Background: an optimization exercise with open tools, aiming at small area. Do not read the settings as production practice. At most, simulation tests tie the RTL to the original design; equivalence was not proved. No activity file was given, so power comes from the tool's default toggle rates.

== 07-02 ==
==> flow/design.v <==
module psdsqrt(
    input clock,
    input reset,
    input start,
    input stop,
    input [31:0] xin,
    output reg [15:0] sqrt
);
reg [32:1] w;
reg [17:0] dm;           
wire [17:0] y;           
assign y[0] = 1'b1;
genvar g;
generate for (g = 1; g < 18; g = g + 1) begin : gy
    assign y[g] = y[g-1] & ~dm[g-1];
end endgenerate
wire [16:0] d = dm[17:1];
wire [17:0] sa = w[32:15];
wire [17:0] sb = ~{1'b0, d};
wire [18:0] cy;
wire [17:0] diff;
assign cy[0] = 1'b1;
generate for (g = 0; g < 18; g = g + 1) begin : gsub
    assign diff[g] = sa[g] ^ sb[g] ^ cy[g];
    assign cy[g+1] = (sa[g] & sb[g]) | (sa[g] & cy[g]) | (sb[g] & cy[g]);
end endgenerate
wire s = cy[18];
wire [31:15] sel = s ? diff[16:0] : w[31:15];
wire s0 = xin[31] | xin[30];
reg [17:0] dn;
integer i;
always @* begin
    dn[0] = dm[0] | dm[1];
    for (i = 1; i < 18; i = i + 1)
        dn[i] = y[i] ? (i < 17 ? dm[i+1] : 1'b0) : (y[i-1] ? s : dm[i]);
end
always @(posedge clock) begin
    if (start) begin
        w  <= {xin[31] & xin[30], xin[31] & ~xin[30], xin[29:0]};
        dm <= {s0, 1'b0, 1'b1, 15'b0};
    end else begin
        w  <= {sel, w[14:1], 1'b0};
        dm <= dn;
    end
end
always @(posedge clock) begin
    if (reset)
        sqrt <= 16'b0;
    else if (stop)
        sqrt <= dm[17:2];
end
endmodule
export LEC_CHECK = 0
export CAP_MARGIN = 20
export CORE_MARGIN = 2
export CORE_UTILIZATION = 40
export SLEW_MARGIN = 20
export BUFFER_PORTS_ARGS = -buffer_cell sky130_fd_sc_hd__buf_1
export CTS_ARGS = -sink_clustering_enable -repair_clock_nets -buf_list sky130_fd_sc_hd__clkbuf_4 -root_buf sky130_fd_sc_hd__clkbuf_4 -dont_use_dummy_load
create_clock -name core_clock -period 9.0 [get_ports {clock}]
standard.sh (not shown) runs the stock make flow with config.mk's settings and CLKGATE_MAP_FILE= SYNTH_SCRIPT=/design/flow/synth_recipe.tcl, a recipe that flattens the netlist after the stock synthesis.
==> flow/flow/run.sh <==
#!/bin/bash
# Standard ORFS layout with two changes: port buffers use the smallest buffer
# cell, and clock tree synthesis uses small clock buffers and no dummy loads.
# Settings are in flow/extra.mk, appended to the standard flow's config.mk.
set -e
cat flow/extra.mk >> config.mk
bash standard.sh > standard.log 2>&1
==> flow/flow/extra.mk <==
export BUFFER_PORTS_ARGS = -buffer_cell sky130_fd_sc_hd__buf_1
export CTS_ARGS = -sink_clustering_enable -repair_clock_nets -buf_list sky130_fd_sc_hd__clkbuf_4 -root_buf sky130_fd_sc_hd__clkbuf_4 -dont_use_dummy_load
> inputs changed (07-02 -> 01-07)
==> flow/design.v <==
module psdsqrt(
    input clock,
    input reset,
    input start,
    input stop,
    input [31:0] xin,
    output reg [15:0] sqrt
);
reg [32:0] w;
reg [15:0] ql;
wire [15:0] z;
wire [14:0] m;
assign z[0] = 1'b1;
genvar g;
generate for (g = 0; g < 15; g = g + 1) begin : gm
    assign m[g]   = w[g] & z[g];
    assign z[g+1] = z[g] & ~w[g];
end endgenerate
wire [16:0] d;
assign d[0] = m[14];
generate for (g = 1; g < 15; g = g + 1) begin : gd
    assign d[g] = ql[g-1] | m[14-g];
end endgenerate
assign d[16:15] = ql[15:14];
wire [17:0] sa = w[32:15];
wire [17:0] sb = ~{1'b0, d};
wire [18:0] cy;
wire [17:0] diff;
assign cy[0] = 1'b1;
generate for (g = 0; g < 18; g = g + 1) begin : gsub
    assign diff[g]  = sa[g] ^ sb[g] ^ cy[g];
    assign cy[g+1] = (sa[g] & sb[g]) | (sa[g] & cy[g]) | (sb[g] & cy[g]);
end endgenerate
wire s = cy[18];
wire [31:15] sel = s ? diff[16:0] : w[31:15];
wire s0 = xin[31] | xin[30];
integer i;
always @(posedge clock) begin
    if (start) begin
        w  <= {xin[31] & xin[30], xin[31] & ~xin[30], xin[29:0], 1'b1};
        ql <= {s0, 15'b0};
    end else begin
        w  <= {sel, w[14:0], 1'b0};
        for (i = 0; i < 15; i = i + 1)
            if (m[14-i]) ql[i] <= s;
    end
end
always @(posedge clock) begin
    if (reset)
        sqrt <= 16'b0;
    else if (stop)
        sqrt <= ql;
end
endmodule
Results
Register share of total power, 01-07 and 07-02: higher on 01-07
Number of nets with antenna violations after routing: 07-02 vs 01-07 identical
01-07 was carried through to the last stage, and its layout satisfied the timing, DRC and antenna checks.
Per the comparison of 01-07 with 07-02, combinational cell fraction of total power went down, critical path depth rose by 23%, post-synthesis instance total went down by 14%, proportion of final cell area spent on non-clock buffers up 2.7 points, global-route wire length before repair +about 10%.
01-07 ends up with a worst relative slew slack that is 12 points lower than in 07-02.
Looking at wire length across both flows, 01-07 is the weaker of the two, with 07-02 ahead.
Between 01-07 and 07-02, it is 01-07 whose number of register bits inferred by synthesis is lower, by about 1.5%.
The RTL of 01-07 was laid out without a check of its function.

==> afterwards: timing with drivers on the ports <==
How much do the figures lean on ideal ports? The routed layouts below were timed once more, with nothing changed but the port constraints. Step 1 (the two cells are an assumption about what drives the block):
set clk [get_ports {clock}]
set_driving_cell -lib_cell sky130_fd_sc_hd__clkbuf_16 $clk
set_driving_cell -lib_cell sky130_fd_sc_hd__buf_2 [delete_from_list [all_inputs] $clk]
Step 2 adds t to the input delays and takes it off the output delays; t is the mean of the earliest and latest rising clock arrival at the registers after step 1. Input paths then give back, and output paths get back, about the clock's delay inside the block. Three values: ideal ports, drivers, drivers and shift; two values: the first two.
| run | shift t [ns] | setup slack, ns | latest minus earliest clock arrival (ns) | worst data-port slew with drivers (ns) | cell pins on the clock port's net |
|---|---|---|---|---|---|
| 07-02 | 0.416 | 1.487 / 1.487 / 1.487 | 0.027 / 0.027 | 0.03 | 1 |
| 01-07 | 0.421 | 0.335 / 0.335 / 0.335 | 0.018 / 0.018 | 0.03 | 1 |
After both steps setup and hold are still met in every run listed.
